From an optimization exercise on the open Yosys and OpenROAD flow, aimed at small area and a short achievable clock period; shortcuts taken in it are not production practice. At most, simulation tests tie the RTL to the original design; equivalence was not proved.

## sata_link
module sata_link(
   trn_rsof_n, trn_reof_n, trn_rd, trn_rsrc_rdy_n,
   trn_tdst_rdy_n, trn_tdst_dsc_n, trn_csof_n, trn_ceof_n, trn_cd,
   trn_csrc_rdy_n, trn_csrc_dsc_n, txdata, txdatak,
   phyclk, host_rst, trn_rdst_rdy_n, trn_rdst_dsc_n, trn_tsof_n,
   trn_teof_n, trn_td, trn_tsrc_rdy_n, trn_tsrc_dsc_n, trn_cdst_rdy_n,
   trn_cdst_dsc_n, txdatak_pop, rxdata, rxdatak, linkup
   );
export LEC_CHECK = 0
export CAP_MARGIN = 20
export CORE_MARGIN = 2
export CORE_UTILIZATION = 55
export CTS_CLUSTER_DIAMETER = 100
export CTS_CLUSTER_SIZE = 25
export PLACE_DENSITY = 0.65
export SETUP_SLACK_MARGIN = 3.6
export SLEW_MARGIN = 20
export TNS_END_PERCENT = 10
create_clock -name core_clock -period 6.5 [get_ports {phyclk}]
standard.sh (not shown) runs the stock make flow with config.mk's settings and CLKGATE_MAP_FILE= SYNTH_SCRIPT=/design/flow/synth_recipe.tcl, a recipe that flattens the netlist after the stock synthesis.
==> flow/flow/run.sh <==
#!/bin/bash
# Layout flow: the standard ORFS flow (standard.sh: unchanged synthesis,
# floorplan, power grid, placement, CTS and routing) with three extra ORFS
# settings:
#  - port buffers are sky130_fd_sc_hd__buf_2 instead of the delay cell
#    buffer_ports picks by default (BUFFER_PORTS_ARGS);
#  - the resizer may change a cell's footprint (MATCH_CELL_FOOTPRINT=0), so
#    port buffers and gates on critical paths can be sized freely;
#  - CTS clusters up to 25 sinks within 100 um and adds no dummy loads
#    (CTS_ARGS; the other arguments are the ones cts.tcl uses by default).
# The full output of the run goes to standard.log in the work folder.
set -euo pipefail
bash standard.sh \
  "BUFFER_PORTS_ARGS=-buffer_cell sky130_fd_sc_hd__buf_2" \
  MATCH_CELL_FOOTPRINT=0 \
  "CTS_ARGS=-sink_clustering_enable -repair_clock_nets -sink_clustering_size 25 -sink_clustering_max_diameter 100 -dont_use_dummy_load" \
  finish > standard.log 2>&1
Next try:
--- a/flow/design.v
+++ b/flow/design.v
@@ -948,42 +948,48 @@
           pi_n = 1'b1;
         else if (~as_q | host_rst)
           pi_n = 1'b0;
      end
    wire eofr_n = (rd_eof && rd_en) ? 1'b1 : rd_sof ? 1'b0 : trn_eof_reg;
    wire t_rst = host_rst | trn_tfifo_rst;
    wire t_inc = wr_en & ~rd_en & ~t_full;
    wire t_dec = ~wr_en & rd_en & ~t_empty;
    wire [3:0] tcnt_a = t_inc ? tcnt + 4'd1 : t_dec ? tcnt - 4'd1 : tcnt;
    wire [3:0] tcnt_n = t_rst ? 4'hf : tcnt_a;
    reg  [3:0]  tcnt_m1;         
-   wire hdec = wr_en ? (rd_en | t_full) : (rd_en & ~t_empty);
-   wire hwr  = wr_en & (rd_en ? tcnt == 4'h0 : t_empty);
+   reg         hdec;            
+   reg         hwr;             
    wire [3:0]  hidx = hdec ? tcnt_m1 : tcnt;
    wire [33:0] head_a = hwr ? {wr_eof, wr_sof, wr_di} : tmem[hidx];
    wire [33:0] head_r = wr_en ? tmem[14] : tmem[15];
    wire [33:0] head_n = t_rst ? head_r : head_a;
    wire rd_en_n = (~ns_k & ~as_n & ~pi_n) | di_n;
+   wire full_n  = tcnt_n == 4'he;
+   wire empty_n = tcnt_n == 4'hf;
+   wire hdec_n  = wr_en_n ? (rd_en_n | full_n) : (rd_en_n & ~empty_n);
+   wire hwr_n   = wr_en_n & (rd_en_n ? tcnt_n == 4'h0 : empty_n);
    always @(posedge phyclk)
      if (wr_en)
        begin : tshift
           integer i;
           for (i = 15; i > 0; i = i - 1)
             tmem[i] <= tmem[i-1];
           tmem[0] <= {wr_eof, wr_sof, wr_di};
        end
    always @(posedge phyclk)
      begin
         tcnt    <= tcnt_n;
         rd_en   <= rd_en_n;
         tcnt_m1 <= tcnt_n - 4'd1;
+        hdec    <= hdec_n;
+        hwr     <= hwr_n;
         t_empty <= tcnt_n == 4'hf;
         t_low   <= tcnt_n == 4'hf || tcnt_n == 4'h0 || tcnt_n == 4'h1;
         t_full  <= tcnt_n == 4'he;
         afull_q <= tcnt_n == 4'hc || tcnt_n == 4'hd || tcnt_n == 4'he;
         afull_nq <= ~(tcnt_n == 4'hc || tcnt_n == 4'hd || tcnt_n == 4'he);
         rd_sof  <= head_n[32];
         rd_eof  <= head_n[33];
      end
    wire [31:0] dat_n = eofr_n ? wr_di_n : head_n[31:0];
    reg  [31:0] txdata_n;
    reg         txdatak_n;
Global-route usage rises by 0.12 points.
Worst setup slack is better by 0.13 ns.
Non-clock buffer count falls by 46.
First-iteration DRC count rises by 7.8%.
Worst hold slack is worse by 0.026 ns.
Wire length rises by 3.4%.
Final area rises by 1.6%.
Sequential cell count rises by 2.
Clock skew falls by 0.033 ns.
Critical path depth is unchanged.
Via count rises by 3.5%.
Only the layout flow was run in the second run of this note; the RTL was not checked for function there.

==> afterwards: timing with drivers on the ports <==
Ports are ideal in the flow. The routed layouts listed here were re-timed in OpenROAD. Step 1 (the two cells are an assumption about what drives the block):
set clk [get_ports {phyclk}]
set_driving_cell -lib_cell sky130_fd_sc_hd__clkbuf_16 $clk
set_driving_cell -lib_cell sky130_fd_sc_hd__buf_2 [delete_from_list [all_inputs] $clk]
Step 2 moves the port delays by t, midway between the first and last clock arrival at a register: inputs arrive t later, outputs are due t later. That takes back most of the time a late clock gives input paths. Three values: ideal ports, drivers, drivers and shift; two values: the first two.
| run | t, ns | setup WS [ns] | latest minus earliest clock arrival (ns) | pins driven straight from the clock port |
|---|---|---|---|---|
| the first run | 0.726 | 3.276 / 3.336 / 2.610 | 0.086 / 0.086 | 1 |
| the second run | 0.745 | 3.408 / 3.423 / 2.723 | 0.066 / 0.066 | 1 |
After both steps setup and hold are still met in every run listed. For the second run, which loses most, drivers alone change the setup slack by +0.015 ns; drivers and shift together by -0.685 ns.
